This design comes from an exercise in tuning for small area on the open sky130 flow, not from production work.
The RTL was checked by simulation tests, not by an equivalence proof against the original design.

<file path="design/flow/config.mk">
export PLATFORM = sky130hd
export DESIGN_NAME = neural_pipeline_top
export DESIGN_NICKNAME = neural_pipeline_top
export VERILOG_FILES = /design/flow/design.v
export SDC_FILE = /design/flow/constraint.sdc
export NUM_CORES = 4
export LEC_CHECK = 0
export CAP_MARGIN = 20
export CORE_MARGIN = 2
export CORE_UTILIZATION = 40
export SLEW_MARGIN = 20
export SYNTH_HIERARCHICAL = 1
</file>
<file path="design/flow/constraint.sdc">
create_clock -name core_clock -period 25.0 [get_ports {clk}]
set_input_delay 5.0000 -clock core_clock [delete_from_list [all_inputs] [get_ports {clk}]]
set_output_delay 5.0000 -clock core_clock [all_outputs]
set_load 0.01 [all_outputs]
</file>
<file path="design/flow/design.v">
`timescale 1ns / 1ps
module fa (input wire a, input wire b, input wire c, output wire s, output wire co);
    assign s = a ^ b ^ c;
    assign co = (a & b) | (a & c) | (b & c);
endmodule
module ha (input wire a, input wire b, output wire s, output wire co);
    assign s = a ^ b;
    assign co = a & b;
endmodule
module mj (input wire a, input wire b, input wire c, output wire y);
    assign y = (a & b) | (a & c) | (b & c);
endmodule
`timescale 1ns / 1ps
`timescale 1ns / 1ps
`timescale 1ns / 1ps
`timescale 1ns / 1ps
module neural_pipeline_top (
    input wire clk,
    input wire rst,
    input wire signed [15:0] raw_in,
    output wire signed [15:0] vel_out
);
    genvar i;
    reg [15:0] x1, x2, y1, y2;
    wire f1;
    wire f2;
    wire f3;
    wire f4;
    wire f5;
    wire f6;
    wire f7;
    wire f8;
    wire f9;
    wire f10;
    wire f11;
    wire f12;
    wire f13;
    wire f14;
    wire f15;
    wire f16;
    wire f17;
    wire f18;
    wire f19;
    wire f20;
    wire f21;
    wire f22;
    wire f23;
    wire f24;
    wire f25;
    wire f26;
    wire f27;
    wire f28;
    wire f29;
    wire f30;
    wire f31;
    wire f32;
    wire f33;
    wire f34;
    wire f35;
    wire f36;
    wire f37;
    wire f38;
    wire f39;
    wire f40;
    wire f41;
    wire f42;
    wire f43;
    wire f44;
    wire f45;
    wire f46;
    wire f47;
    wire f48;
    wire f49;
    wire f50;
    wire f51;
    wire f52;
    wire f53;
    wire f54;
    wire f55;
    wire f56;
    wire f57;
    wire f58;
    wire f59;
    wire f60;
    wire f61;
    wire f62;
    wire f63;
    wire f64;
    wire f65;
    wire f66;
    wire f67;
    wire f68;
    wire f69;
    wire f70;
    wire f71;
    wire f72;
    wire f73;
    wire f74;
    wire f75;
    wire f76;
    wire f77;
    wire f78;
    wire f79;
    wire f80;
    wire f81;
    wire f82;
    wire f83;
    wire f84;
    wire f85;
    wire f86;
    wire f87;
    wire f88;
    wire f89;
    wire f90;
    wire f91;
    wire f92;
    wire f93;
    wire f94;
    wire f95;
    wire f96;
    wire f97;
    wire f98;
    wire f99;
    wire f100;
    wire f101;
    wire f102;
    wire f103;
    wire f104;
    wire f105;
    wire f106;
    wire f107;
    wire f108;
    wire f109;
    wire f110;
    wire f111;
    wire f112;
    wire f113;
    wire f114;
    wire f115;
    wire f116;
    wire f117;
    wire f118;
    wire f119;
    wire f120;
    wire f121;
    wire f122;
    wire f123;
    wire f124;
    wire f125;
    wire f126;
    wire f127;
    wire f128;
    wire f129;
    wire f130;
    wire f131;
    wire f132;
    wire f133;
    wire f134;
    wire f135;
    wire f136;
    wire f137;
    wire f138;
    wire f139;
    wire f140;
    wire f141;
    wire f142;
    wire f143;
    wire f144;
    wire f145;
    wire f146;
    wire f147;
    wire f148;
    wire f149;
    wire f150;
    wire f151;
    wire f152;
    wire f153;
    wire f154;
    wire f155;
    wire f156;
    wire f157;
    wire f158;
    wire f159;
    wire f160;
    wire f161;
    wire f162;
    wire f163;
    wire f164;
    wire f165;
    wire f166;
    wire f167;
    wire f168;
    wire f169;
    wire f170;
    wire f171;
    wire f172;
    wire f173;
    wire f174;
    wire f175;
    wire f176;
    wire f177;
    wire f178;
    wire f179;
    wire f180;
    wire f181;
    wire f182;
    wire f183;
    wire f184;
    wire f185;
    wire f186;
    wire f187;
    wire f188;
    wire f189;
    wire f190;
    wire f191;
    wire f192;
    wire f193;
    wire f194;
    wire f195;
    wire f196;
    wire f197;
    wire f198;
    wire f199;
    wire f200;
    wire f201;
    wire f202;
    wire f203;
    wire f204;
    wire f205;
    wire f206;
    wire f207;
    wire f208;
    wire f209;
    wire f210;
    wire f211;
    wire f212;
    wire f213;
    wire f214;
    wire f215;
    wire f216;
    wire f217;
    wire f218;
    wire f219;
    wire f220;
    wire f221;
    wire f222;
    wire f223;
    wire f224;
    wire f225;
    wire f226;
    wire f227;
    wire f228;
    wire f229;
    wire f230;
    wire f231;
    wire f232;
    wire f233;
    wire f234;
    wire f235;
    wire f236;
    wire f237;
    wire f238;
    wire f239;
    wire f240;
    wire f241;
    wire f242;
    wire f243;
    wire f244;
    wire f245;
    wire f246;
    wire f247;
    wire f248;
    wire f249;
    wire f250;
    wire f251;
    wire f252;
    wire f253;
    wire f254;
    wire f255;
    wire f256;
    wire f257;
    wire f258;
    wire f259;
    wire f260;
    wire f261;
    wire f262;
    wire f263;
    wire f264;
    wire f265;
    wire f266;
    wire f267;
    wire f268;
    wire f269;
    wire f270;
    wire f271;
    wire f272;
    wire f273;
    wire f274;
    wire f275;
    wire f276;
    wire f277;
    wire f278;
    wire f279;
    wire f280;
    wire f281;
    wire f282;
    wire f283;
    wire f284;
    wire f285;
    wire f286;
    wire f287;
    wire f288;
    wire f289;
    wire f290;
    wire f291;
    wire f292;
    wire f293;
    wire f294;
    wire f295;
    wire f296;
    wire f297;
    wire f298;
    wire f299;
    wire f300;
    wire f301;
    wire f302;
    wire f303;
    wire f304;
    wire f305;
    wire f306;
    wire f307;
    wire f308;
    wire f309;
    wire f310;
    wire f311;
    wire f312;
    wire f313;
    wire f314;
    wire f315;
    wire f316;
    wire f317;
    wire f318;
    wire f319;
    wire f320;
    wire f321;
    wire f322;
    wire f323;
    wire f324;
    wire f325;
    wire f326;
    wire f327;
    wire f328;
    wire f329;
    wire f330;
    wire f331;
    wire f332;
    wire f333;
    wire f334;
    wire f335;
    wire f336;
    wire f337;
    wire f338;
    wire f339;
    wire f340;
    wire f341;
    wire f342;
    wire f343;
    wire f344;
    wire f345;
    wire f346;
    wire f347;
    wire f348;
    wire f349;
    wire f350;
    wire f351;
    wire f352;
    wire f353;
    wire f354;
    wire f355;
    wire f356;
    wire f357;
    wire f358;
    wire f359;
    wire f360;
    wire f361;
    wire f362;
    wire f363;
    wire f364;
    wire f365;
    wire f366;
    wire f367;
    wire f368;
    wire f369;
    wire f370;
    wire f371;
    wire f372;
    wire f373;
    wire f374;
    wire f375;
    wire f376;
    wire f377;
    wire f378;
    wire f379;
    wire f380;
    wire f381;
    wire f382;
    wire f383;
    wire f384;
    wire f385;
    wire f386;
    wire f387;
    wire f388;
    wire f389;
    wire f390;
    wire f391;
    wire f392;
    wire f393;
    wire f394;
    wire f395;
    wire f396;
    wire f397;
    wire f398;
    wire f399;
    wire f400;
    wire f401;
    wire f402;
    wire f403;
    wire f404;
    wire f405;
    wire f406;
    wire f407;
    wire f408;
    wire f409;
    wire f410;
    wire f411;
    wire f412;
    wire f413;
    wire f414;
    wire f415;
    wire f416;
    wire f417;
    wire f418;
    wire f419;
    wire f420;
    wire f421;
    wire f422;
    wire f423;
    wire f424;
    wire f425;
    wire f426;
    wire f427;
    wire f428;
    wire f429;
    wire f430;
    wire f431;
    wire f432;
    wire f433;
    wire f434;
    wire f435;
    wire f436;
    wire f437;
    wire f438;
    wire f439;
    wire f103_n = ~f103;
    wire f111_n = ~f111;
    wire f113_n = ~f113;
    wire f114_n = ~f114;
    wire f128_n = ~f128;
    wire f133_n = ~f133;
    wire f137_n = ~f137;
    wire f143_n = ~f143;
    wire f151_n = ~f151;
    wire f158_n = ~f158;
    wire f164_n = ~f164;
    wire f187_n = ~f187;
    wire f19_n = ~f19;
    wire f195_n = ~f195;
    wire f20_n = ~f20;
    wire f215_n = ~f215;
    wire f225_n = ~f225;
    wire f235_n = ~f235;
    wire f245_n = ~f245;
    wire f257_n = ~f257;
    wire f263_n = ~f263;
    wire f271_n = ~f271;
    wire f285_n = ~f285;
    wire f299_n = ~f299;
    wire f304_n = ~f304;
    wire f313_n = ~f313;
    wire f319_n = ~f319;
    wire f327_n = ~f327;
    wire f33_n = ~f33;
    wire f333_n = ~f333;
    wire f341_n = ~f341;
    wire f342_n = ~f342;
    wire f347_n = ~f347;
    wire f35_n = ~f35;
    wire f359_n = ~f359;
    wire f369_n = ~f369;
    wire f379_n = ~f379;
    wire f380_n = ~f380;
    wire f385_n = ~f385;
    wire f393_n = ~f393;
    wire f396_n = ~f396;
    wire f401_n = ~f401;
    wire f407_n = ~f407;
    wire f410_n = ~f410;
    wire f43_n = ~f43;
    wire f44_n = ~f44;
    wire f57_n = ~f57;
    wire f59_n = ~f59;
    wire f67_n = ~f67;
    wire f68_n = ~f68;
    wire f7_n = ~f7;
    wire f81_n = ~f81;
    wire f83_n = ~f83;
    wire f9_n = ~f9;
    wire f91_n = ~f91;
    wire f92_n = ~f92;
    wire f95_n = ~f95;
    wire raw_in_15_n = ~raw_in[15];
    wire x1_0_n = ~x1[0];
    wire x1_12_n = ~x1[12];
    wire x1_13_n = ~x1[13];
    wire x1_3_n = ~x1[3];
    wire x1_6_n = ~x1[6];
    wire x1_9_n = ~x1[9];
    wire y1_15_n = ~y1[15];
    wire y2_0_n = ~y2[0];
    wire y2_12_n = ~y2[12];
    wire y2_13_n = ~y2[13];
    wire y2_15_n = ~y2[15];
    wire y2_3_n = ~y2[3];
    wire y2_6_n = ~y2[6];
    wire y2_9_n = ~y2[9];
    ha f1_ha (.a(x2[0]), .b(raw_in[0]), .s(f1), .co(f2));
    fa f3_fa (.a(x1_0_n), .b(x2[1]), .c(y1[0]), .s(f3), .co(f4));
    fa f5_fa (.a(f3), .b(raw_in[1]), .c(f2), .s(f5), .co(f6));
    ha f7_ha (.a(y2_0_n), .b(f5), .s(f7), .co(f8));
    fa f9_fa (.a(x2[2]), .b(y1[1]), .c(f4), .s(f9), .co(f10));
    fa f11_fa (.a(x1[1]), .b(y2[1]), .c(f9_n), .s(f11), .co(f12));
    fa f13_fa (.a(raw_in[2]), .b(f6), .c(f8), .s(f13), .co(f14));
    assign f15 = ~(~f11 ^ f13);
    assign f16 = ~f11 | f13;
    fa f17_fa (.a(x2[3]), .b(y1[2]), .c(f10), .s(f17), .co(f18));
    fa f19_fa (.a(x1[2]), .b(y2[2]), .c(f12), .s(f19), .co(f20));
    fa f21_fa (.a(f17), .b(f19_n), .c(raw_in[3]), .s(f21), .co(f22));
    fa f23_fa (.a(f21), .b(f14), .c(f16), .s(f23), .co(f24));
    fa f25_fa (.a(x1_3_n), .b(x2[4]), .c(y1[3]), .s(f25), .co(f26));
    fa f27_fa (.a(y2_3_n), .b(f25), .c(f18), .s(f27), .co(f28));
    fa f29_fa (.a(f27), .b(raw_in[4]), .c(f22), .s(f29), .co(f30));
    fa f31_fa (.a(f20_n), .b(f29), .c(f24), .s(f31), .co(f32));
    fa f33_fa (.a(x2[5]), .b(y1[4]), .c(f26), .s(f33), .co(f34));
    fa f35_fa (.a(x1[4]), .b(y2[4]), .c(f33_n), .s(f35), .co(f36));
    fa f37_fa (.a(f28), .b(raw_in[5]), .c(f30), .s(f37), .co(f38));
    fa f39_fa (.a(f35_n), .b(f37), .c(f32), .s(f39), .co(f40));
    fa f41_fa (.a(x2[6]), .b(y1[5]), .c(f34), .s(f41), .co(f42));
    fa f43_fa (.a(x1[5]), .b(y2[5]), .c(f36), .s(f43), .co(f44));
    fa f45_fa (.a(f41), .b(f43_n), .c(raw_in[6]), .s(f45), .co(f46));
    fa f47_fa (.a(f45), .b(f38), .c(f40), .s(f47), .co(f48));
    fa f49_fa (.a(x1_6_n), .b(x2[7]), .c(y1[6]), .s(f49), .co(f50));
    fa f51_fa (.a(y2_6_n), .b(f49), .c(f42), .s(f51), .co(f52));
    fa f53_fa (.a(f51), .b(raw_in[7]), .c(f46), .s(f53), .co(f54));
    fa f55_fa (.a(f44_n), .b(f53), .c(f48), .s(f55), .co(f56));
    fa f57_fa (.a(x2[8]), .b(y1[7]), .c(f50), .s(f57), .co(f58));
    fa f59_fa (.a(x1[7]), .b(y2[7]), .c(f57_n), .s(f59), .co(f60));
    fa f61_fa (.a(f52), .b(raw_in[8]), .c(f54), .s(f61), .co(f62));
    fa f63_fa (.a(f59_n), .b(f61), .c(f56), .s(f63), .co(f64));
    fa f65_fa (.a(x2[9]), .b(y1[8]), .c(f58), .s(f65), .co(f66));
    fa f67_fa (.a(x1[8]), .b(y2[8]), .c(f60), .s(f67), .co(f68));
    fa f69_fa (.a(f65), .b(f67_n), .c(raw_in[9]), .s(f69), .co(f70));
    fa f71_fa (.a(f69), .b(f62), .c(f64), .s(f71), .co(f72));
    fa f73_fa (.a(x1_9_n), .b(x2[10]), .c(y1[9]), .s(f73), .co(f74));
    fa f75_fa (.a(y2_9_n), .b(f73), .c(f66), .s(f75), .co(f76));
    fa f77_fa (.a(f75), .b(raw_in[10]), .c(f70), .s(f77), .co(f78));
    fa f79_fa (.a(f68_n), .b(f77), .c(f72), .s(f79), .co(f80));
    fa f81_fa (.a(x2[11]), .b(y1[10]), .c(f74), .s(f81), .co(f82));
    fa f83_fa (.a(x1[10]), .b(y2[10]), .c(f81_n), .s(f83), .co(f84));
    fa f85_fa (.a(f76), .b(raw_in[11]), .c(f78), .s(f85), .co(f86));
    fa f87_fa (.a(f83_n), .b(f85), .c(f80), .s(f87), .co(f88));
    fa f89_fa (.a(x2[12]), .b(y1[11]), .c(f82), .s(f89), .co(f90));
    fa f91_fa (.a(x1[11]), .b(y2[11]), .c(f84), .s(f91), .co(f92));
    fa f93_fa (.a(f89), .b(f91_n), .c(raw_in[12]), .s(f93), .co(f94));
    fa f95_fa (.a(f93), .b(f86), .c(f88), .s(f95), .co(f96));
    fa f97_fa (.a(x1_12_n), .b(x2[13]), .c(y1[12]), .s(f97), .co(f98));
    fa f99_fa (.a(y2_12_n), .b(f97), .c(f90), .s(f99), .co(f100));
    fa f101_fa (.a(f99), .b(raw_in[13]), .c(f94), .s(f101), .co(f102));
    fa f103_fa (.a(f92_n), .b(f101), .c(f96), .s(f103), .co(f104));
    fa f105_fa (.a(x2[14]), .b(y1[13]), .c(f98), .s(f105), .co(f106));
    fa f107_fa (.a(x1_13_n), .b(y2_13_n), .c(f105), .s(f107), .co(f108));
    fa f109_fa (.a(f100), .b(raw_in[14]), .c(f102), .s(f109), .co(f110));
    fa f111_fa (.a(f107), .b(f109), .c(f104), .s(f111), .co(f112));
    fa f113_fa (.a(x1[14]), .b(x2[15]), .c(y2[14]), .s(f113), .co(f114));
    fa f115_fa (.a(y1[14]), .b(f113_n), .c(f106), .s(f115), .co(f116));
    fa f117_fa (.a(f108), .b(f115), .c(raw_in_15_n), .s(f117), .co(f118));
    fa f119_fa (.a(f117), .b(f110), .c(f112), .s(f119), .co(f120));
    fa f121_fa (.a(x1[15]), .b(y1_15_n), .c(y2[15]), .s(f121), .co(f122));
    fa f123_fa (.a(f114_n), .b(f121), .c(f116), .s(f123), .co(f124));
    fa f125_fa (.a(f123), .b(f118), .c(f120), .s(f125), .co(f126));
    fa f127_fa (.a(f122), .b(f124), .c(f126), .s(f127), .co(f128));
    ha f129_ha (.a(y1[0]), .b(y2[0]), .s(f129), .co(f130));
    fa f131_fa (.a(y1[1]), .b(y2[1]), .c(f130), .s(f131), .co(f132));
    fa f133_fa (.a(y1[2]), .b(y2[2]), .c(f132), .s(f133), .co(f134));
    fa f135_fa (.a(y1[3]), .b(y2[3]), .c(f134), .s(f135), .co(f136));
    fa f137_fa (.a(y1[4]), .b(y2[4]), .c(f136), .s(f137), .co(f138));
    fa f139_fa (.a(y1[5]), .b(y2[5]), .c(f138), .s(f139), .co(f140));
    fa f141_fa (.a(y1[6]), .b(y2[6]), .c(f140), .s(f141), .co(f142));
    fa f143_fa (.a(y1[7]), .b(y2[7]), .c(f142), .s(f143), .co(f144));
    fa f145_fa (.a(y1[8]), .b(y2[8]), .c(f144), .s(f145), .co(f146));
    fa f147_fa (.a(y1[9]), .b(y2[9]), .c(f146), .s(f147), .co(f148));
    fa f149_fa (.a(y1[10]), .b(y2[10]), .c(f148), .s(f149), .co(f150));
    fa f151_fa (.a(y1[11]), .b(y2[11]), .c(f150), .s(f151), .co(f152));
    fa f153_fa (.a(y1[12]), .b(y2[12]), .c(f152), .s(f153), .co(f154));
    fa f155_fa (.a(y1[13]), .b(y2[13]), .c(f154), .s(f155), .co(f156));
    fa f157_fa (.a(y1[14]), .b(y2[14]), .c(f156), .s(f157), .co(f158));
    fa f159_fa (.a(y1[15]), .b(y2[15]), .c(f158_n), .s(f159), .co(f160));
    assign f161 = ~(f129 ^ ~f1);
    assign f162 = f129 | ~f1;
    mj f164_mj (.a(f131), .b(f162), .c(f7_n), .y(f164));
    fa f165_fa (.a(f129), .b(f133_n), .c(f1), .s(f165), .co(f166));
    mj f168_mj (.a(f165), .b(f164_n), .c(f15), .y(f168));
    fa f169_fa (.a(f131), .b(f166), .c(f7), .s(f169), .co(f170));
    fa f171_fa (.a(f169), .b(f168), .c(f23), .s(f171), .co(f172));
    assign f173 = ~(f135 ^ ~f171);
    assign f174 = f135 | ~f171;
    fa f175_fa (.a(f133), .b(f137_n), .c(f1), .s(f175), .co(f176));
    fa f177_fa (.a(f175), .b(f170), .c(f15), .s(f177), .co(f178));
    fa f179_fa (.a(f177), .b(f31), .c(f172), .s(f179), .co(f180));
    assign f181 = ~(f174 ^ ~f179);
    assign f182 = f174 | ~f179;
    fa f183_fa (.a(f135), .b(f176), .c(f7), .s(f183), .co(f184));
    fa f185_fa (.a(f183), .b(f178), .c(f23), .s(f185), .co(f186));
    fa f187_fa (.a(f185), .b(f39), .c(f180), .s(f187), .co(f188));
    mj f190_mj (.a(f139), .b(f182), .c(f187_n), .y(f190));
    fa f191_fa (.a(f137), .b(f184), .c(f15), .s(f191), .co(f192));
    fa f193_fa (.a(f191), .b(f31), .c(f186), .s(f193), .co(f194));
    fa f195_fa (.a(f193), .b(f47), .c(f188), .s(f195), .co(f196));
    mj f198_mj (.a(f141), .b(f190), .c(f195_n), .y(f198));
    fa f199_fa (.a(f139), .b(f143_n), .c(f1), .s(f199), .co(f200));
    fa f201_fa (.a(f199), .b(f192), .c(f23), .s(f201), .co(f202));
    fa f203_fa (.a(f201), .b(f39), .c(f194), .s(f203), .co(f204));
    fa f205_fa (.a(f203), .b(f55), .c(f196), .s(f205), .co(f206));
    assign f207 = ~(f198 ^ ~f205);
    assign f208 = f198 | ~f205;
    fa f209_fa (.a(f141), .b(f200), .c(f7), .s(f209), .co(f210));
    fa f211_fa (.a(f209), .b(f31), .c(f202), .s(f211), .co(f212));
    fa f213_fa (.a(f211), .b(f47), .c(f204), .s(f213), .co(f214));
    fa f215_fa (.a(f213), .b(f63), .c(f206), .s(f215), .co(f216));
    mj f218_mj (.a(f145), .b(f208), .c(f215_n), .y(f218));
    fa f219_fa (.a(f143), .b(f210), .c(f15), .s(f219), .co(f220));
    fa f221_fa (.a(f219), .b(f39), .c(f212), .s(f221), .co(f222));
    fa f223_fa (.a(f221), .b(f55), .c(f214), .s(f223), .co(f224));
    fa f225_fa (.a(f223), .b(f71), .c(f216), .s(f225), .co(f226));
    mj f228_mj (.a(f147), .b(f218), .c(f225_n), .y(f228));
    fa f229_fa (.a(f145), .b(f220), .c(f23), .s(f229), .co(f230));
    fa f231_fa (.a(f229), .b(f47), .c(f222), .s(f231), .co(f232));
    fa f233_fa (.a(f231), .b(f63), .c(f224), .s(f233), .co(f234));
    fa f235_fa (.a(f233), .b(f79), .c(f226), .s(f235), .co(f236));
    mj f238_mj (.a(f149), .b(f228), .c(f235_n), .y(f238));
    fa f239_fa (.a(f147), .b(f31), .c(f230), .s(f239), .co(f240));
    fa f241_fa (.a(f239), .b(f55), .c(f232), .s(f241), .co(f242));
    fa f243_fa (.a(f241), .b(f71), .c(f234), .s(f243), .co(f244));
    fa f245_fa (.a(f243), .b(f87), .c(f236), .s(f245), .co(f246));
    mj f248_mj (.a(f151), .b(f238), .c(f245_n), .y(f248));
    fa f249_fa (.a(y2[0]), .b(f153), .c(f1), .s(f249), .co(f250));
    fa f251_fa (.a(f149), .b(f39), .c(f240), .s(f251), .co(f252));
    fa f253_fa (.a(f251), .b(f63), .c(f242), .s(f253), .co(f254));
    fa f255_fa (.a(f253), .b(f79), .c(f244), .s(f255), .co(f256));
    fa f257_fa (.a(f255), .b(f95), .c(f246), .s(f257), .co(f258));
    fa f259_fa (.a(f249), .b(f248), .c(f257_n), .s(f259), .co(f260));
    fa f261_fa (.a(y2[1]), .b(f155), .c(f250), .s(f261), .co(f262));
    fa f263_fa (.a(f151_n), .b(f7), .c(f261), .s(f263), .co(f264));
    fa f265_fa (.a(f263_n), .b(f47), .c(f252), .s(f265), .co(f266));
    fa f267_fa (.a(f265), .b(f71), .c(f254), .s(f267), .co(f268));
    fa f269_fa (.a(f267), .b(f87), .c(f256), .s(f269), .co(f270));
    fa f271_fa (.a(f269), .b(f103), .c(f258), .s(f271), .co(f272));
    ha f273_ha (.a(f260), .b(f271_n), .s(f273), .co(f274));
    fa f275_fa (.a(y2[2]), .b(f157), .c(f262), .s(f275), .co(f276));
    fa f277_fa (.a(f264), .b(f275), .c(f15), .s(f277), .co(f278));
    fa f279_fa (.a(f153), .b(f55), .c(f266), .s(f279), .co(f280));
    fa f281_fa (.a(f279), .b(f79), .c(f268), .s(f281), .co(f282));
    fa f283_fa (.a(f281), .b(f95), .c(f270), .s(f283), .co(f284));
    fa f285_fa (.a(f283), .b(f111), .c(f272), .s(f285), .co(f286));
    fa f287_fa (.a(f277), .b(f274), .c(f285_n), .s(f287), .co(f288));
    fa f289_fa (.a(y2_3_n), .b(f155), .c(f159), .s(f289), .co(f290));
    fa f291_fa (.a(f276), .b(f278), .c(f23), .s(f291), .co(f292));
    fa f293_fa (.a(f289), .b(f63), .c(f280), .s(f293), .co(f294));
    fa f295_fa (.a(f293), .b(f87), .c(f282), .s(f295), .co(f296));
    fa f297_fa (.a(f295), .b(f103), .c(f284), .s(f297), .co(f298));
    fa f299_fa (.a(f297), .b(f119), .c(f286), .s(f299), .co(f300));
    fa f301_fa (.a(f291), .b(f288), .c(f299_n), .s(f301), .co(f302));
    fa f303_fa (.a(f157), .b(f160), .c(f290), .s(f303), .co(f304));
    fa f305_fa (.a(y2[4]), .b(f31), .c(f292), .s(f305), .co(f306));
    fa f307_fa (.a(f303), .b(f71), .c(f294), .s(f307), .co(f308));
    fa f309_fa (.a(f307), .b(f95), .c(f296), .s(f309), .co(f310));
    fa f311_fa (.a(f309), .b(f111), .c(f298), .s(f311), .co(f312));
    fa f313_fa (.a(f311), .b(f125), .c(f300), .s(f313), .co(f314));
    fa f315_fa (.a(f305), .b(f302), .c(f313_n), .s(f315), .co(f316));
    fa f317_fa (.a(y2[5]), .b(f159), .c(f304_n), .s(f317), .co(f318));
    fa f319_fa (.a(f317), .b(f39), .c(f306), .s(f319), .co(f320));
    fa f321_fa (.a(f319_n), .b(f79), .c(f308), .s(f321), .co(f322));
    fa f323_fa (.a(f321), .b(f103), .c(f310), .s(f323), .co(f324));
    fa f325_fa (.a(f323), .b(f119), .c(f312), .s(f325), .co(f326));
    fa f327_fa (.a(f325), .b(f127), .c(f314), .s(f327), .co(f328));
    fa f329_fa (.a(f316), .b(f327_n), .c(f315), .s(f329), .co(f330));
    fa f331_fa (.a(y2[6]), .b(f160), .c(f318), .s(f331), .co(f332));
    fa f333_fa (.a(f331), .b(f47), .c(f320), .s(f333), .co(f334));
    fa f335_fa (.a(f333_n), .b(f87), .c(f322), .s(f335), .co(f336));
    fa f337_fa (.a(f335), .b(f111), .c(f324), .s(f337), .co(f338));
    fa f339_fa (.a(f337), .b(f125), .c(f326), .s(f339), .co(f340));
    fa f341_fa (.a(f128), .b(f330), .c(f329), .s(f341), .co(f342));
    fa f343_fa (.a(f339), .b(f328), .c(f341_n), .s(f343), .co(f344));
    fa f345_fa (.a(y2[7]), .b(f332), .c(f55), .s(f345), .co(f346));
    fa f347_fa (.a(f334), .b(f345), .c(f95_n), .s(f347), .co(f348));
    fa f349_fa (.a(f336), .b(f119), .c(f338), .s(f349), .co(f350));
    fa f351_fa (.a(f349), .b(f128), .c(f127), .s(f351), .co(f352));
    fa f353_fa (.a(f347_n), .b(f340), .c(f351), .s(f353), .co(f354));
    fa f355_fa (.a(f353), .b(f342_n), .c(f344), .s(f355), .co(f356));
    fa f357_fa (.a(y2[8]), .b(f63), .c(f346), .s(f357), .co(f358));
    fa f359_fa (.a(f357), .b(f103_n), .c(f348), .s(f359), .co(f360));
    fa f361_fa (.a(f125), .b(f350), .c(f352), .s(f361), .co(f362));
    fa f363_fa (.a(f359_n), .b(f128_n), .c(f354), .s(f363), .co(f364));
    fa f365_fa (.a(f361), .b(f363), .c(f356), .s(f365), .co(f366));
    fa f367_fa (.a(y2[9]), .b(f71), .c(f358), .s(f367), .co(f368));
    fa f369_fa (.a(f367), .b(f111_n), .c(f360), .s(f369), .co(f370));
    fa f371_fa (.a(f128), .b(f127), .c(f362), .s(f371), .co(f372));
    fa f373_fa (.a(f369_n), .b(f364), .c(f371), .s(f373), .co(f374));
    fa f375_fa (.a(f373), .b(f366), .c(f365), .s(f375), .co(f376));
    fa f377_fa (.a(y2[10]), .b(f79), .c(f368), .s(f377), .co(f378));
    fa f379_fa (.a(f377), .b(f370), .c(f128), .s(f379), .co(f380));
    fa f381_fa (.a(f119), .b(f379_n), .c(f372), .s(f381), .co(f382));
    fa f383_fa (.a(f374), .b(f381), .c(f376), .s(f383), .co(f384));
    fa f385_fa (.a(y2[11]), .b(f87), .c(f378), .s(f385), .co(f386));
    fa f387_fa (.a(f385_n), .b(f125), .c(f128), .s(f387), .co(f388));
    fa f389_fa (.a(f380_n), .b(f387), .c(f382), .s(f389), .co(f390));
    fa f391_fa (.a(f389), .b(f384), .c(f383), .s(f391), .co(f392));
    fa f393_fa (.a(y2[12]), .b(f95), .c(f386), .s(f393), .co(f394));
    fa f395_fa (.a(f393_n), .b(f127), .c(f388), .s(f395), .co(f396));
    fa f397_fa (.a(f395), .b(f390), .c(f392), .s(f397), .co(f398));
    fa f399_fa (.a(y2[13]), .b(f103), .c(f394), .s(f399), .co(f400));
    fa f401_fa (.a(f399), .b(f128), .c(f396_n), .s(f401), .co(f402));
    fa f403_fa (.a(f401_n), .b(f398), .c(f397), .s(f403), .co(f404));
    fa f405_fa (.a(y2[14]), .b(f111), .c(f400), .s(f405), .co(f406));
    fa f407_fa (.a(f405), .b(f128_n), .c(f402), .s(f407), .co(f408));
    fa f409_fa (.a(f407_n), .b(f404), .c(f403), .s(f409), .co(f410));
    fa f411_fa (.a(y2_15_n), .b(f119), .c(f406), .s(f411), .co(f412));
    fa f413_fa (.a(f411), .b(f408), .c(f410_n), .s(f413), .co(f414));
    fa f415_fa (.a(f125), .b(f412), .c(f414), .s(f415), .co(f416));
    fa f417_fa (.a(f127), .b(f416), .c(f415), .s(f417), .co(f418));
    assign f419 = ~f128 ^ f418 ^ f417;
    assign f421 = f259;
    assign f422 = f273;
    assign f423 = f287;
    assign f424 = f301;
    assign f425 = ~f315;
    assign f426 = ~f329;
    assign f427 = ~f343;
    assign f428 = ~f355;
    assign f429 = f365;
    assign f430 = ~f375;
    assign f431 = f383;
    assign f432 = ~f391;
    assign f433 = f397;
    assign f434 = f403;
    assign f435 = ~f409;
    assign f436 = f413;
    assign f437 = ~f415;
    assign f438 = ~f417;
    assign f439 = ~f419;
    wire [30:12] ya;
    assign ya[12] = f421;
    assign ya[13] = f422;
    assign ya[14] = f423;
    assign ya[15] = f424;
    assign ya[16] = f425;
    assign ya[17] = f426;
    assign ya[18] = f427;
    assign ya[19] = f428;
    assign ya[20] = f429;
    assign ya[21] = f430;
    assign ya[22] = f431;
    assign ya[23] = f432;
    assign ya[24] = f433;
    assign ya[25] = f434;
    assign ya[26] = f435;
    assign ya[27] = f436;
    assign ya[28] = f437;
    assign ya[29] = f438;
    assign ya[30] = f439;
    wire ovf = (ya[30] != ya[27]) | (ya[29] != ya[27]) | (ya[28] != ya[27]);
    wire [15:0] y_comb = ovf ? {ya[30], {15{~ya[30]}}} : ya[27:12];
    always @(posedge clk) begin
        if (rst) begin
            x1 <= 0;
            x2 <= 0;
            y1 <= 0;
            y2 <= 0;
        end else begin
            x1 <= raw_in;
            x2 <= x1;
            y1 <= y_comb;
            y2 <= y1;
        end
    end
    reg [28:0] acc;
    wire [14:0] ax = y2[14:0] ^ {15{y2[15]}};
    wire cin = y2[15] & (|y2[14:0]);
    wire t1;
    wire t2;
    wire t3;
    wire t4;
    wire t5;
    wire t6;
    wire t7;
    wire t8;
    wire t9;
    wire t10;
    wire t11;
    wire t12;
    wire t13;
    wire t14;
    wire t15;
    wire t16;
    wire t17;
    wire t18;
    wire t19;
    wire t20;
    wire t21;
    wire t22;
    wire t23;
    wire t24;
    wire t25;
    wire t26;
    wire t27;
    wire t28;
    wire t29;
    wire t30;
    wire t31;
    wire t32;
    wire t33;
    wire t34;
    wire t35;
    wire t36;
    wire t37;
    wire t38;
    wire t39;
    wire t40;
    wire t41;
    wire t42;
    wire t43;
    wire t44;
    wire t45;
    wire t46;
    wire t47;
    wire t48;
    wire t49;
    wire t50;
    wire t51;
    wire t52;
    wire t53;
    wire t54;
    wire t55;
    wire t56;
    wire t57;
    wire t58;
    wire t59;
    wire t60;
    wire t61;
    wire t62;
    wire t63;
    wire t64;
    wire t65;
    wire t66;
    wire t67;
    wire t68;
    wire t69;
    wire t70;
    wire t71;
    wire t72;
    wire t73;
    wire t74;
    wire t75;
    wire t76;
    wire t77;
    wire t78;
    wire t79;
    wire t80;
    wire t81;
    wire t82;
    wire t83;
    wire t84;
    wire t85;
    wire t86;
    wire t87;
    wire t88;
    wire t89;
    wire t90;
    wire t91;
    wire t92;
    wire t93;
    wire t94;
    wire t95;
    wire t96;
    wire t97;
    wire t98;
    wire t99;
    wire t100;
    wire t101;
    wire t102;
    wire t103;
    wire t104;
    wire t105;
    wire t106;
    wire t107;
    wire t108;
    wire t109;
    wire t110;
    wire t111;
    wire t112;
    wire t113;
    wire t114;
    wire t115;
    wire t116;
    wire t117;
    wire t118;
    wire t119;
    wire t120;
    wire t121;
    wire t122;
    wire t123;
    wire t124;
    wire t125;
    wire t126;
    wire t127;
    wire t128;
    wire t129;
    wire t130;
    wire t131;
    wire t132;
    wire t133;
    wire t134;
    wire t135;
    wire t136;
    wire t137;
    wire t138;
    wire t139;
    wire t140;
    wire t141;
    wire t142;
    wire t143;
    wire t144;
    wire t145;
    wire t146;
    wire t147;
    wire t148;
    wire t149;
    wire t150;
    wire t151;
    wire t152;
    wire t153;
    wire t154;
    wire t155;
    wire t156;
    wire t157;
    wire t158;
    wire t159;
    wire t160;
    wire t161;
    wire t162;
    wire t163;
    wire t164;
    wire t165;
    wire t166;
    wire t167;
    wire t168;
    wire t169;
    wire t170;
    wire t171;
    wire t172;
    wire t173;
    wire t174;
    wire t175;
    wire t176;
    wire t177;
    wire t178;
    wire t179;
    wire t180;
    wire t181;
    wire t182;
    wire t183;
    wire t184;
    wire t185;
    wire t186;
    wire t187;
    wire t188;
    wire t189;
    wire t190;
    wire t191;
    wire t192;
    wire t193;
    wire t194;
    wire t195;
    wire t196;
    wire t197;
    wire t198;
    wire t199;
    wire t200;
    wire t201;
    wire t202;
    wire t203;
    wire t204;
    wire t205;
    wire t206;
    wire t207;
    wire t208;
    wire t209;
    wire t210;
    wire t211;
    wire t212;
    wire t213;
    wire t214;
    wire t215;
    wire t216;
    wire t217;
    wire t218;
    wire t219;
    wire t220;
    wire t221;
    wire t222;
    wire t223;
    wire t224;
    wire t225;
    wire t226;
    wire t227;
    wire t228;
    wire acc_15_n = ~acc[15];
    wire acc_16_n = ~acc[16];
    wire acc_17_n = ~acc[17];
    wire acc_18_n = ~acc[18];
    wire acc_19_n = ~acc[19];
    wire acc_20_n = ~acc[20];
    wire acc_21_n = ~acc[21];
    wire acc_22_n = ~acc[22];
    wire acc_23_n = ~acc[23];
    wire acc_24_n = ~acc[24];
    wire acc_25_n = ~acc[25];
    wire acc_26_n = ~acc[26];
    wire acc_27_n = ~acc[27];
    wire acc_28_n = ~acc[28];
    fa t1_fa (.a(acc[0]), .b(ax[0]), .c(cin), .s(t1), .co(t2));
    assign t3 = ~(~acc[14] ^ t1);
    assign t4 = ~acc[14] | t1;
    fa t5_fa (.a(acc[1]), .b(ax[1]), .c(t2), .s(t5), .co(t6));
    fa t7_fa (.a(acc_15_n), .b(t4), .c(t5), .s(t7), .co(t8));
    fa t9_fa (.a(acc[2]), .b(acc_16_n), .c(ax[2]), .s(t9), .co(t10));
    fa t11_fa (.a(t9), .b(t6), .c(t8), .s(t11), .co(t12));
    fa t13_fa (.a(acc[3]), .b(ax[3]), .c(t10), .s(t13), .co(t14));
    fa t15_fa (.a(acc_17_n), .b(t13), .c(t12), .s(t15), .co(t16));
    fa t17_fa (.a(acc[4]), .b(ax[4]), .c(t14), .s(t17), .co(t18));
    fa t19_fa (.a(acc_18_n), .b(t17), .c(t16), .s(t19), .co(t20));
    fa t21_fa (.a(acc[5]), .b(acc_19_n), .c(ax[5]), .s(t21), .co(t22));
    fa t23_fa (.a(t21), .b(t18), .c(t20), .s(t23), .co(t24));
    fa t25_fa (.a(acc[6]), .b(ax[6]), .c(t22), .s(t25), .co(t26));
    fa t27_fa (.a(acc_20_n), .b(t25), .c(t24), .s(t27), .co(t28));
    fa t29_fa (.a(acc[7]), .b(ax[7]), .c(t26), .s(t29), .co(t30));
    fa t31_fa (.a(acc_21_n), .b(t29), .c(t28), .s(t31), .co(t32));
    fa t33_fa (.a(acc[8]), .b(acc_22_n), .c(ax[8]), .s(t33), .co(t34));
    fa t35_fa (.a(t33), .b(t30), .c(t32), .s(t35), .co(t36));
    fa t37_fa (.a(acc[9]), .b(ax[9]), .c(t34), .s(t37), .co(t38));
    fa t39_fa (.a(acc_23_n), .b(t37), .c(t36), .s(t39), .co(t40));
    fa t41_fa (.a(acc[10]), .b(ax[10]), .c(t38), .s(t41), .co(t42));
    fa t43_fa (.a(acc_24_n), .b(t41), .c(t40), .s(t43), .co(t44));
    fa t45_fa (.a(acc[11]), .b(acc_25_n), .c(ax[11]), .s(t45), .co(t46));
    fa t47_fa (.a(t45), .b(t42), .c(t44), .s(t47), .co(t48));
    fa t49_fa (.a(acc[12]), .b(ax[12]), .c(t46), .s(t49), .co(t50));
    fa t51_fa (.a(acc_26_n), .b(t49), .c(t48), .s(t51), .co(t52));
    fa t53_fa (.a(acc[13]), .b(ax[13]), .c(t50), .s(t53), .co(t54));
    fa t55_fa (.a(acc_27_n), .b(t53), .c(t52), .s(t55), .co(t56));
    fa t57_fa (.a(acc[14]), .b(acc_28_n), .c(ax[14]), .s(t57), .co(t58));
    fa t59_fa (.a(t57), .b(t54), .c(t56), .s(t59), .co(t60));
    fa t61_fa (.a(acc[15]), .b(t58), .c(t60), .s(t61), .co(t62));
    fa t63_fa (.a(acc[16]), .b(t62), .c(t61), .s(t63), .co(t64));
    fa t65_fa (.a(acc[17]), .b(t64), .c(t63), .s(t65), .co(t66));
    fa t67_fa (.a(acc[18]), .b(t66), .c(t65), .s(t67), .co(t68));
    fa t69_fa (.a(acc[19]), .b(t68), .c(t67), .s(t69), .co(t70));
    fa t71_fa (.a(acc[20]), .b(t70), .c(t69), .s(t71), .co(t72));
    fa t73_fa (.a(acc[21]), .b(t72), .c(t71), .s(t73), .co(t74));
    fa t75_fa (.a(acc[22]), .b(t74), .c(t73), .s(t75), .co(t76));
    fa t77_fa (.a(acc[23]), .b(t76), .c(t75), .s(t77), .co(t78));
    fa t79_fa (.a(acc[24]), .b(t78), .c(t77), .s(t79), .co(t80));
    fa t81_fa (.a(acc[25]), .b(t80), .c(t79), .s(t81), .co(t82));
    fa t83_fa (.a(acc[26]), .b(t82), .c(t81), .s(t83), .co(t84));
    fa t85_fa (.a(acc[27]), .b(t84), .c(t83), .s(t85), .co(t86));
    assign t87 = acc[28] ^ t86 ^ t85;
    assign t89 = t3;
    assign t90 = t7;
    assign t91 = t11;
    assign t92 = t15;
    assign t93 = t19;
    assign t94 = t23;
    assign t95 = t27;
    assign t96 = t31;
    assign t97 = t35;
    assign t98 = t39;
    assign t99 = t43;
    assign t100 = t47;
    assign t101 = t51;
    assign t102 = t55;
    assign t103 = t59;
    assign t104 = ~t61;
    assign t105 = ~t63;
    assign t106 = ~t65;
    assign t107 = ~t67;
    assign t108 = ~t69;
    assign t109 = ~t71;
    assign t110 = ~t73;
    assign t111 = ~t75;
    assign t112 = ~t77;
    assign t113 = ~t79;
    assign t114 = ~t81;
    assign t115 = ~t83;
    assign t116 = ~t85;
    assign t117 = ~t87;
    ha t118_ha (.a(acc[16]), .b(acc[14]), .s(t118), .co(t119));
    fa t120_fa (.a(acc[17]), .b(acc[15]), .c(t119), .s(t120), .co(t121));
    fa t122_fa (.a(acc[18]), .b(acc[16]), .c(t121), .s(t122), .co(t123));
    fa t124_fa (.a(acc[19]), .b(acc[17]), .c(t123), .s(t124), .co(t125));
    fa t126_fa (.a(acc[20]), .b(acc[18]), .c(t125), .s(t126), .co(t127));
    fa t128_fa (.a(acc[21]), .b(acc[19]), .c(t127), .s(t128), .co(t129));
    fa t130_fa (.a(acc[22]), .b(acc[20]), .c(t129), .s(t130), .co(t131));
    fa t132_fa (.a(acc[23]), .b(acc[21]), .c(t131), .s(t132), .co(t133));
    fa t134_fa (.a(acc[24]), .b(acc[22]), .c(t133), .s(t134), .co(t135));
    fa t136_fa (.a(acc[25]), .b(acc[23]), .c(t135), .s(t136), .co(t137));
    fa t138_fa (.a(acc[26]), .b(acc[24]), .c(t137), .s(t138), .co(t139));
    fa t140_fa (.a(acc[27]), .b(acc[25]), .c(t139), .s(t140), .co(t141));
    fa t142_fa (.a(acc[28]), .b(acc[26]), .c(t141), .s(t142), .co(t143));
    ha t144_ha (.a(acc[27]), .b(t143), .s(t144), .co(t145));
    ha t146_ha (.a(acc[28]), .b(t145), .s(t146), .co(t147));
    ha t148_ha (.a(acc[14]), .b(t120), .s(t148), .co(t149));
    fa t150_fa (.a(acc[15]), .b(t149), .c(t122), .s(t150), .co(t151));
    fa t152_fa (.a(t118), .b(t124), .c(t151), .s(t152), .co(t153));
    fa t154_fa (.a(t120), .b(t126), .c(t153), .s(t154), .co(t155));
    fa t156_fa (.a(t122), .b(t128), .c(t155), .s(t156), .co(t157));
    fa t158_fa (.a(t124), .b(t130), .c(t157), .s(t158), .co(t159));
    fa t160_fa (.a(t126), .b(t132), .c(t159), .s(t160), .co(t161));
    fa t162_fa (.a(t128), .b(t134), .c(t161), .s(t162), .co(t163));
    fa t164_fa (.a(t130), .b(t136), .c(t163), .s(t164), .co(t165));
    fa t166_fa (.a(t132), .b(t138), .c(t165), .s(t166), .co(t167));
    fa t168_fa (.a(t134), .b(t140), .c(t167), .s(t168), .co(t169));
    fa t170_fa (.a(t136), .b(t142), .c(t169), .s(t170), .co(t171));
    fa t172_fa (.a(t138), .b(t144), .c(t171), .s(t172), .co(t173));
    fa t174_fa (.a(t140), .b(t146), .c(t173), .s(t174), .co(t175));
    fa t176_fa (.a(t142), .b(t147), .c(t175), .s(t176), .co(t177));
    assign t178 = t144 ^ t177;
    assign t180 = t148;
    assign t181 = t150;
    assign t182 = t152;
    assign t183 = t154;
    assign t184 = t156;
    assign t185 = t158;
    assign t186 = t160;
    assign t187 = t162;
    assign t188 = t164;
    assign t189 = t166;
    assign t190 = t168;
    assign t191 = t170;
    assign t192 = t172;
    assign t193 = t174;
    assign t194 = t176;
    assign t195 = t178;
    assign t197 = y1[0] & m[0];
    mj t199_mj (.a(y1[1]), .b(m[1]), .c(t197), .y(t199));
    mj t201_mj (.a(y1[2]), .b(m[2]), .c(t199), .y(t201));
    mj t203_mj (.a(y1[3]), .b(m[3]), .c(t201), .y(t203));
    mj t205_mj (.a(y1[4]), .b(m[4]), .c(t203), .y(t205));
    mj t207_mj (.a(y1[5]), .b(m[5]), .c(t205), .y(t207));
    mj t209_mj (.a(y1[6]), .b(m[6]), .c(t207), .y(t209));
    mj t211_mj (.a(y1[7]), .b(m[7]), .c(t209), .y(t211));
    mj t213_mj (.a(y1[8]), .b(m[8]), .c(t211), .y(t213));
    mj t215_mj (.a(y1[9]), .b(m[9]), .c(t213), .y(t215));
    mj t217_mj (.a(y1[10]), .b(m[10]), .c(t215), .y(t217));
    mj t219_mj (.a(y1[11]), .b(m[11]), .c(t217), .y(t219));
    mj t221_mj (.a(y1[12]), .b(m[12]), .c(t219), .y(t221));
    mj t223_mj (.a(y1[13]), .b(m[13]), .c(t221), .y(t223));
    mj t225_mj (.a(y1[14]), .b(m[14]), .c(t223), .y(t225));
    mj t227_mj (.a(y1[15]), .b(m[15]), .c(t225), .y(t227));
    assign t228 = t227;
    wire [28:0] acc_nx;
    assign acc_nx[0] = t89;
    assign acc_nx[1] = t90;
    assign acc_nx[2] = t91;
    assign acc_nx[3] = t92;
    assign acc_nx[4] = t93;
    assign acc_nx[5] = t94;
    assign acc_nx[6] = t95;
    assign acc_nx[7] = t96;
    assign acc_nx[8] = t97;
    assign acc_nx[9] = t98;
    assign acc_nx[10] = t99;
    assign acc_nx[11] = t100;
    assign acc_nx[12] = t101;
    assign acc_nx[13] = t102;
    assign acc_nx[14] = t103;
    assign acc_nx[15] = t104;
    assign acc_nx[16] = t105;
    assign acc_nx[17] = t106;
    assign acc_nx[18] = t107;
    assign acc_nx[19] = t108;
    assign acc_nx[20] = t109;
    assign acc_nx[21] = t110;
    assign acc_nx[22] = t111;
    assign acc_nx[23] = t112;
    assign acc_nx[24] = t113;
    assign acc_nx[25] = t114;
    assign acc_nx[26] = t115;
    assign acc_nx[27] = t116;
    assign acc_nx[28] = t117;
    wire [15:0] m;
    assign m[0] = t180;
    assign m[1] = t181;
    assign m[2] = t182;
    assign m[3] = t183;
    assign m[4] = t184;
    assign m[5] = t185;
    assign m[6] = t186;
    assign m[7] = t187;
    assign m[8] = t188;
    assign m[9] = t189;
    assign m[10] = t190;
    assign m[11] = t191;
    assign m[12] = t192;
    assign m[13] = t193;
    assign m[14] = t194;
    assign m[15] = t195;
    wire c16 = t228;
    always @(posedge clk) begin
        if (rst)
            acc <= 0;
        else
            acc <= acc_nx;
    end
    wire m1;
    wire m2;
    wire m3;
    wire m4;
    wire m5;
    wire m6;
    wire m7;
    wire m8;
    wire m9;
    wire m10;
    wire m11;
    wire m12;
    wire m13;
    wire m14;
    wire m15;
    wire m16;
    wire m17;
    wire m18;
    wire m19;
    wire m20;
    wire m21;
    wire m22;
    wire m23;
    wire m24;
    wire m25;
    wire m26;
    wire m27;
    wire m28;
    wire m29;
    wire m30;
    wire m31;
    wire m32;
    wire m33;
    assign m1 = y1[0];
    assign m2 = y1[1] | m1;
    assign m3 = y1[2] | m2;
    assign m4 = y1[3] | m3;
    assign m5 = y1[4] & m4;
    assign m6 = y1[5] | m5;
    assign m7 = y1[6] & m6;
    assign m8 = y1[7] & m7;
    assign m9 = y1[8] | m8;
    assign m10 = y1[9] & m9;
    assign m11 = y1[10] | m10;
    assign m12 = y1[11] & m11;
    assign m13 = y1[12] | m12;
    assign m14 = y1[13] | m13;
    assign m15 = y1[14] | m14;
    assign m16 = ~y1[15] | m15;
    assign m17 = S[0];
    assign m18 = S[1] | m17;
    assign m19 = S[2] | m18;
    assign m20 = S[3] | m19;
    assign m21 = S[4] | m20;
    assign m22 = S[5] | m21;
    assign m23 = S[6] | m22;
    assign m24 = S[7] | m23;
    assign m25 = S[8] | m24;
    assign m26 = S[9] | m25;
    assign m27 = S[10] | m26;
    assign m28 = S[11] | m27;
    assign m29 = S[12] & m28;
    assign m30 = S[13] | m29;
    assign m31 = S[14] & m30;
    assign m32 = S[15] | m31;
    assign m33 = S[16] | m32;
    wire above = m16;
    wire over = m33;
    wire mz = ~|m[14:0];
    wire below = m[15] ? (~mz & ~(y1[15] ^ c16)) : (y1[15] & ~c16);
    reg [4:0] timer;
    wire idle = (timer == 5'd0);
    wire spike = (timer == 5'd20);
    wire [5:0] tbw;                    
    assign tbw[0] = 1'b1;
    generate for (i = 0; i < 5; i = i + 1) begin : g_dec
        assign tbw[i+1] = tbw[i] & ~timer[i];
    end endgenerate
    always @(posedge clk) begin
        if (rst)
            timer <= 0;
        else if (!idle)
            timer <= timer ^ tbw[4:0];
        else if (below && above)
            timer <= 5'd20;
    end
    reg [10:0] u;
    wire [11:0] uc;
    assign uc[0] = 1'b1;
    generate for (i = 0; i < 11; i = i + 1) begin : g_inc
        assign uc[i+1] = uc[i] & u[i];
    end endgenerate
    wire u_last = (u == 11'd1499);
    wire u_zero = (u == 11'd0);         
    wire upd = (u == 11'd1);            
    reg [6:0] w;
    wire done = (w == 7'd22);
    wire [6:0] w_nx = {w[5:0], ~(w[6] ^ w[5])};
    always @(posedge clk) begin
        if (rst) begin
            u <= 11'd1;
            w <= 7'd0;
        end else begin
            u <= u_last ? 11'd0 : (u ^ uc[10:0]);
            if (u_zero && !done)
                w <= w_nx;
        end
    end
    wire sp = done & spike;
    wire pwin = (u[10:4] == 7'd0);                
    wire mult = pwin & (u[3] | u[2]);             
    wire kbit = ~u[1] | (u[3] & u[2]);            
    reg pending;
    wire add = ~pwin & ~u_last & (sp | pending);  
    always @(posedge clk) begin
        if (rst)
            pending <= 1'b0;
        else
            pending <= pwin & (pending | sp);
    end
    reg [16:0] S;
    reg [14:0] v;
    wire [16:0] bop = mult ? (kbit ? {2'b00, v} : 17'd0) : (add ? 17'd819 : 17'd0);
    wire s1;
    wire s2;
    wire s3;
    wire s4;
    wire s5;
    wire s6;
    wire s7;
    wire s8;
    wire s9;
    wire s10;
    wire s11;
    wire s12;
    wire s13;
    wire s14;
    wire s15;
    wire s16;
    wire s17;
    wire s18;
    wire s19;
    wire s20;
    wire s21;
    wire s22;
    wire s23;
    wire s24;
    wire s25;
    wire s26;
    wire s27;
    wire s28;
    wire s29;
    wire s30;
    wire s31;
    wire s32;
    wire s33;
    wire s34;
    wire s35;
    wire s36;
    wire s37;
    wire s38;
    wire s39;
    wire s40;
    wire s41;
    wire s42;
    wire s43;
    wire s44;
    wire s45;
    wire s46;
    wire s47;
    wire s48;
    wire s49;
    wire s50;
    wire s51;
    ha s1_ha (.a(S[0]), .b(bop[0]), .s(s1), .co(s2));
    fa s3_fa (.a(S[1]), .b(bop[1]), .c(s2), .s(s3), .co(s4));
    fa s5_fa (.a(S[2]), .b(bop[2]), .c(s4), .s(s5), .co(s6));
    fa s7_fa (.a(S[3]), .b(bop[3]), .c(s6), .s(s7), .co(s8));
    fa s9_fa (.a(S[4]), .b(bop[4]), .c(s8), .s(s9), .co(s10));
    fa s11_fa (.a(S[5]), .b(bop[5]), .c(s10), .s(s11), .co(s12));
    fa s13_fa (.a(S[6]), .b(bop[6]), .c(s12), .s(s13), .co(s14));
    fa s15_fa (.a(S[7]), .b(bop[7]), .c(s14), .s(s15), .co(s16));
    fa s17_fa (.a(S[8]), .b(bop[8]), .c(s16), .s(s17), .co(s18));
    fa s19_fa (.a(S[9]), .b(bop[9]), .c(s18), .s(s19), .co(s20));
    fa s21_fa (.a(S[10]), .b(bop[10]), .c(s20), .s(s21), .co(s22));
    fa s23_fa (.a(S[11]), .b(bop[11]), .c(s22), .s(s23), .co(s24));
    fa s25_fa (.a(S[12]), .b(bop[12]), .c(s24), .s(s25), .co(s26));
    fa s27_fa (.a(S[13]), .b(bop[13]), .c(s26), .s(s27), .co(s28));
    fa s29_fa (.a(S[14]), .b(bop[14]), .c(s28), .s(s29), .co(s30));
    fa s31_fa (.a(S[15]), .b(bop[15]), .c(s30), .s(s31), .co(s32));
    assign s33 = S[16] ^ bop[16] ^ s32;
    assign s35 = s1;
    assign s36 = s3;
    assign s37 = s5;
    assign s38 = s7;
    assign s39 = s9;
    assign s40 = s11;
    assign s41 = s13;
    assign s42 = s15;
    assign s43 = s17;
    assign s44 = s19;
    assign s45 = s21;
    assign s46 = s23;
    assign s47 = s25;
    assign s48 = s27;
    assign s49 = s29;
    assign s50 = s31;
    assign s51 = s33;
    wire [16:0] ssum;
    assign ssum[0] = s35;
    assign ssum[1] = s36;
    assign ssum[2] = s37;
    assign ssum[3] = s38;
    assign ssum[4] = s39;
    assign ssum[5] = s40;
    assign ssum[6] = s41;
    assign ssum[7] = s42;
    assign ssum[8] = s43;
    assign ssum[9] = s44;
    assign ssum[10] = s45;
    assign ssum[11] = s46;
    assign ssum[12] = s47;
    assign ssum[13] = s48;
    assign ssum[14] = s49;
    assign ssum[15] = s50;
    assign ssum[16] = s51;
    always @(posedge clk) begin
        if (rst || upd)
            S <= 0;
        else if (mult)
            S <= {1'b0, ssum[16:1]};
        else
            S <= ssum;
        if (rst)
            v <= 0;
        else if (upd)
            v <= over ? 15'd20480 : S[14:0];
    end
    assign vel_out = {1'b0, v};
endmodule
</file>
<file path="design/flow/flow/run.sh">
#!/bin/bash
# Standard ORFS layout (the standard.sh, standard synthesis included) with
# two changes: port buffers use the smallest buffer cell, and clock tree
# synthesis uses clkbuf_8 without dummy loads.
set -euo pipefail
export BUFFER_PORTS_ARGS="-buffer_cell sky130_fd_sc_hd__buf_1"
export CTS_ARGS="-sink_clustering_enable -repair_clock_nets -dont_use_dummy_load -buf_list sky130_fd_sc_hd__clkbuf_8"
bash standard.sh > standard.log 2>&1
</file>
<file path="design/flow/standard.sh">
#!/bin/bash
# synth_recipe.tcl (not shown) runs the flow's synth.tcl, then flattens the netlist and writes it again
# the make line also repeats each setting of config.mk as NAME=value (left out here)
make -C /OpenROAD-flow-scripts/flow DESIGN_CONFIG=/design/flow/config.mk WORK_HOME=/design/flow/orfs CLKGATE_MAP_FILE= SYNTH_SCRIPT=/design/flow/synth_recipe.tcl "${@:-finish}"
</file>
==> results of run 1 <==
==> stage by stage <==
stage          setup slack (ps)  cell area, sq um  hold slack [ps]  std cells
2_1_floorplan              4630             11600              441        914
3_3_place_gp               3850             12100              454       1307
3_5_place_dp               3510             12100              463       1307
4_1_cts                    3960             12300              469       1324
5_1_grt                    3190             12300              490       1324
6_report                   3950             12300              466       1324
==> routing by layer <==
layer / part of all wire / track usage / wire length, um
met5: 0 / 0 / 0
met3: 0.033 / 0.0295 / 777
met4: 0.021 / 0.0557 / 501
met2: 0.48 / 0.280 / 11400
met1: 0.46 / 0.240 / 10900
==> registers in the layout, summed over array words and instances (netlist names) <==
name     cells
u           11
S           17
pending      1
timer        5
y2          16
y1          16
x1          16
v           15
acc         29
x2          16
w            7
==> critical path: cells and delay by family <==
kind | cells | cell delay [ps]
compound gates | 2 | 580
simple gates | 1 | 500
buf+inv | 6 | 350
xor+xnor | 1 | 560
fa+ha+maj | 35 | 14330
==> modules after synthesis (local to each module, per instance) <==
module | cell area (sq um) | copies in the design
fa | 20.0 | 275
ha | 12.5 | 9
mj | 11.3 | 23
neural_pipeline_top | 5690 | 1
==> cell families (layout without fill, tap and decap cells) <==
kind of cell | count (synthesis) | count (layout)
and+or+nand+nor | 204 | 204
adders and majority gates | 325 | 325
other | 1 | 2
AOI/OAI and AO/OA | 76 | 76
DFF | 149 | 149
muxes | 7 | 7
xor gates and xnor gates | 24 | 24
buffers and inverters | 127 | 153
==> cell usage in the layout, fill, tap and decap left out, drive strengths merged, types with 9 or more instances in the layout <==
master  instances
inv           100
ha             26
or2             9
a22o           12
a21oi          33
clkbuf         18
buf            35
dfxtp         149
xor2           17
and3           10
and2           11
nor2           38
nor4           14
nand2          36
fa            275
maj3           24
nor2b          56
==> cell type report <==
class	count	area, sq um	area share
Multi-Input combinational cell	638	8060	0.656
Sequential cell	149	2980	0.243
Tap cell	384	480	0.0391
Inverter	100	375	0.0305
Clock buffer	17	234	0.0190
Timing Repair Buffer	36	154	0.0125
==> worst paths after layout <==
| kind | end |
|---|---|
| max | y1[7] |
| min | x2[12] |
| max reg2reg | y1[7] |
| min reg2reg | x2[12] |
==> impl_metrics.py, run 1 <==
metrics = {
    "sta": {
        "finClkSkew_ps": 41.6,
        "slew_violations": 0,
        "max-slew-margin-rel": 0.267,
        "min_period_over_period": 0.842,
        "finalSetupViolations": 0,
        "hold_violations": 0,
        "fin_tns_setup_ps": 0,
        "period_needed_ps": 21050,
        "rsz0062_at_grt": "false",
        "fmaxAchievable_mhz": 47.5,
        "tightest_slew_ps": 1090,
    },
    "critical_path": {
        "reg2reg_slack_ps": 6060,
        "r2r_cells": 46,
        "cp_max_fo": 15,
        "setup.worst_path.class": "input pin to flip-flop",
        "critPathMaxStageDelay_ps": 610,
        "cp-end-kind": "flip-flop",
        "cp.required_ps": 25280,
        "cp_common_cell": "fa_1",
        "cp-start-kind": "input pin",
        "startpoint": "raw_in[0]",
        "cp_data_arrival_time_ps": 21330,
        "reg2reg_from": "y1[0]",
        "cp_slowest_cell": "fa_1",
    },
    "grt": {
        "grt_pass1_wl_mm": 40.0,
        "grt.total_usage": 0.173,
        "grt_pass1_vias": 7300,
        "grt_start_max_net_pins": 81,
        "overflow": 0,
        "antenna_found_initial": 0,
    },
    "place": {
        "io_buffers": 32,
        "detailed_place_hpwl_mm": 19.1,
        "gp_congestion": 0.869,
    },
    "min_path": {
        "min_delay_path_depth": 2,
        "hold_start": "x1[12]",
        "hold_path_class": "flip-flop to flip-flop",
    },
    "routing": {
        "vias": 6391,
        "routed_wl_mm": 23.6,
        "vias_per_cell": 4.83,
        "firstDrtPassIters": 4,
        "antenna_left": 0,
        "first_iter_violations": 333,
        "drc_errors": 0,
        "wl_per_cell_um": 17.8,
    },
    "yosys": {
        "yosys_warnings": 7,
        "synthAdderAreaFrac": 0.527,
        "synth_compound_area_frac": 0.0475,
        "synth_cells": 913,
        "synth-xor-area-share": 0.0182,
        "synth_area_leaders": "fa_1, dfxtp_1, inv_1",
        "syn_area_sq_mm": 0.0116,
        "synthFlopType": "dfxtp_1",
        "synth_mux_area_frac": 0.00606,
        "yosysSeqAreaShare": 0.258,
        "ys_ff_latch": 149,
        "syn_area_per_cell_sq_um": 12.7,
        "synth_area_leader_cell": "fa_1",
        "yosys-top-cells-count": "fa_1, dfxtp_1, inv_1",
        "synth_edf_count": 0,
        "synth_top_area_share": 0.476,
        "synth-async-reset-ratio": 0,
        "synth_cell_types": 57,
        "yosysMostFrequentCell": "fa_1",
        "synth_top_family_by_area": "adder cells",
        "synth_simple_gate_area_frac": 0.0973,
    },
    "floorplan": {
        "ios": 34,
        "rows": 62,
        "die_y_um": 174,
        "dieWidth_um": 174,
        "die_area_sq_mm": 0.0303,
        "core-area_sq_mm": 0.0286,
        "start_util": 0.404,
    },
    "clocking": {
        "cts_root_buf": "clkbuf_8",
        "postCtsSetupBuffers": 0,
        "htreeDepth": 4,
        "cts_buffers": 17,
        "cts_tree": "done",
        "cts.sink_count": 149,
        "clock_latency_ps": 470,
        "cts_hold_buf": 0,
        "ctsResizeCount": 0,
        "cts.path.max_buffers": 2,
        "path_clk_slew_ps": 60,
    },
    "cells_and_area": {
        "num-nets-final": 1261,
        "postLayoutCoreUtil": 0.429,
        "drive_above_1_share": 0.0766,
        "area_delta_synth_final_pct": 6.22,
        "num-fill-cells": 2707,
        "antennaDiodeCount": 0,
    },
    "run": {
        "max-cap-violations": 0,
    },
    "run_status": {
        "status": "timing/DRC/antenna clean",
    },
}
==> inputs of run 2 (changes only) <==
--- a/design/flow/config.mk
+++ b/design/flow/config.mk
@@ -7,6 +7,7 @@
 export LEC_CHECK = 0
 export CAP_MARGIN = 20
 export CORE_MARGIN = 2
-export CORE_UTILIZATION = 40
+export CORE_UTILIZATION = 70
+export PLACE_DENSITY = 0.8
 export SLEW_MARGIN = 20
 export SYNTH_HIERARCHICAL = 1
==> impl_metrics.py, run 2 <==
metrics = {
    "run_status": {
        "status": "timing/DRC/antenna clean",
    },
    "floorplan": {
        "die_y_um": 133,
        "start_util": 0.708,
        "ios": 34,
        "core-area_sq_mm": 0.0163,
        "dieWidth_um": 133,
        "die_area_sq_mm": 0.0176,
        "rows": 47,
    },
    "critical_path": {
        "cp_common_cell": "fa_1",
        "reg2reg_slack_ps": 6160,
        "r2r_end": "y1[6]",
        "cp_data_arrival_time_ps": 21300,
        "cp-end-kind": "flip-flop",
        "cp_slowest_cell": "fa_1",
        "critPathMaxStageDelay_ps": 760,
        "r2r_cells": 47,
        "reg2reg_from": "y1[0]",
        "cp_max_fo": 15,
        "cp-start-kind": "input pin",
        "cp.required_ps": 25270,
        "setup.worst_path.class": "input pin to flip-flop",
    },
    "sta": {
        "hold_violations": 0,
        "max-slew-margin-rel": 0.420,
        "finClkSkew_ps": 32.2,
        "fin_tns_setup_ps": 0,
        "slew_violations": 0,
        "period_needed_ps": 21020,
        "holdWs_ps": 473,
        "min_period_over_period": 0.841,
        "tightest_slew_ps": 863,
        "rsz0062_at_grt": "false",
        "finalSetupViolations": 0,
        "fmaxAchievable_mhz": 47.6,
    },
    "yosys": {
        "yosysSeqAreaShare": 0.258,
        "yosys_warnings": 7,
        "synth_edf_count": 0,
        "synth_area_leader_cell": "fa_1",
        "syn_area_sq_mm": 0.0116,
        "ys_ff_latch": 149,
        "synthFlopType": "dfxtp_1",
        "yosys-top-cells-count": "fa_1, dfxtp_1, inv_1",
        "syn_area_per_cell_sq_um": 12.7,
        "yosysMostFrequentCell": "fa_1",
        "synth_cells": 913,
        "synth_top_area_share": 0.476,
        "synth-async-reset-ratio": 0,
        "synth_area_leaders": "fa_1, dfxtp_1, inv_1",
        "synth_cell_types": 57,
    },
    "grt": {
        "grt_start_max_net_pins": 78,
        "grt_pass1_vias": 7782,
        "top_usage_layer": "met2",
        "use_met1": 0.374,
        "use_met3": 0.0513,
        "antenna_found_initial": 0,
        "overflow": 0,
        "use_met2": 0.518,
        "grt.total_usage": 0.298,
        "grt_pass1_wl_mm": 39.4,
    },
    "clocking": {
        "htreeDepth": 4,
        "cts_buffers": 17,
        "cts_root_buf": "clkbuf_8",
        "cts.path.max_buffers": 2,
        "postCtsSetupBuffers": 0,
        "path_clk_slew_ps": 80,
        "cts.sink_count": 149,
        "clock_latency_ps": 460,
        "cts_hold_buf": 0,
        "ctsResizeCount": 0,
        "cts_tree": "done",
    },
    "run": {
        "max-cap-violations": 0,
    },
    "cells_and_area": {
        "drive_above_1_share": 0.0777,
        "area_delta_synth_final_pct": 4.43,
        "top_register": "acc",
        "reg_top3": "acc (29), S (17)",
        "final_common_cell": "fa_1",
        "postLayoutCoreUtil": 0.739,
        "antennaDiodeCount": 0,
        "layout_common_cells": "fa_1, dfxtp_1, inv_1",
        "largest_reg_flops": 29,
        "num-nets-final": 1260,
    },
    "place": {
        "gp_congestion": 0.925,
        "io_buffers": 32,
        "detailed_place_hpwl_mm": 19.1,
    },
    "routing": {
        "first_iter_violations": 375,
        "antenna_left": 0,
        "firstDrtPassIters": 4,
        "vias": 6635,
        "routed_wl_mm": 23.2,
        "wl_per_cell_um": 20.0,
        "drc_errors": 0,
        "vias_per_cell": 5.72,
    },
    "min_path": {
        "hold_start": "v[14]",
        "min_delay_path_depth": 2,
        "hold_path_class": "flip-flop to flip-flop",
        "hold-path-endpoint": "v[14]",
    },
}
[run 2: cell count changes in the layout (fill, tap and decap cells not counted)]
cell / before / now
nor2b_1: 56 / 55
o21ai_1: 1 / 0
buf_4: 4 / 3
nor2b_2: 0 / 1
o21ai_2: 0 / 1
[run 2: through the flow]
step | instances | instance area [sq um] | worst slack (ps)
floorplan | 914 | 11600 | 4630
global placement | 1142 | 11800 | 3940
detailed placement | 1142 | 11800 | 3580
CTS | 1159 | 12100 | 4000
global route | 1159 | 12100 | 3370
finish | 1159 | 12100 | 3980
[run 2: Yosys stat by module, one instance, submodules excluded]
module               cells  copies in the design
neural_pipeline_top    606                     1
fa                       1                   275
mj                       1                    23
ha                       1                     9
[run 2: worst max path at each step]
| stage | from | endpoint | slack [ps] | cells past startpoint |
|---|---|---|---|---|
| 5_1_grt | raw_in[0] | y1[4] | 3370 | 45 |
| 2_1_floorplan | raw_in[0] | y1[0] | 4630 | 46 |
| 3_5_place_dp | raw_in[0] | y1[6] | 3580 | 46 |
| 4_1_cts | raw_in[0] | y1[6] | 4000 | 46 |
| 6_report | raw_in[0] | y1[6] | 3980 | 46 |
| 3_3_place_gp | raw_in[0] | y1[7] | 3940 | 45 |
[run 2: layout make-up]
class | count | area [sq um]
multi-input combinational | 638 | 8070
fill | 1137 | 4270
sequential | 149 | 2980
inverter | 100 | 375
tap | 220 | 275
clock buffer | 17 | 234
timing repair buffer | 35 | 146
[run 2: layer usage]
metal	up-vias	part of all wire
li1	2925	-
met1	3482	0.39
met2	161	0.53
met3	67	0.040
met4	0	0.039
met5	-	0
[run 2: kinds of logic after synthesis]
kind of cell	after synthesis	synth area share
compound gates	76	0.0475
xor+xnor	24	0.0182
fa+ha+maj	325	0.527
buf+inv	127	0.0456
flops	149	0.258
mux	7	0.00606
other cells	1	0.000324
simple gates	204	0.0973
[run 2: worst max-delay path, delay by kind of cell]
kind	cells	cell delay, ps
AOI/OAI and AO/OA	2	470
adders and majority gates	35	14440
and+or+nand+nor	3	960
buffers and inverters	6	380

[what the ideal ports hide]
No port has a modelled driver above. Below, the same layouts with a new extraction and two added sets of constraints. Step 1, drivers: a clkbuf_16 drives clk and a buf_2 each remaining input, both assumed. Step 2 moves the port delays by t, midway between the first and last clock arrival at a register: inputs arrive t later, outputs are due t later. That takes back most of the time a late clock gives input paths. Slacks: no drivers / after step 1 / after step 2; pairs: no drivers / after step 1.
run | t (ns) | setup WS [ns] | latest minus earliest clock arrival (ns) | slew at the worst register clock pin (ns)
run 1 | 0.495 | 3.945 / 3.972 / 3.476 | 0.043 / 0.043 | 0.10 / 0.10
run 2 | 0.477 | 3.977 / 3.993 / 3.516 | 0.032 / 0.032 | 0.09 / 0.09
After both steps every run listed still meets setup and hold. For run 1, which loses most, drivers alone change the setup slack by +0.027 ns; drivers and shift together by -0.469 ns.
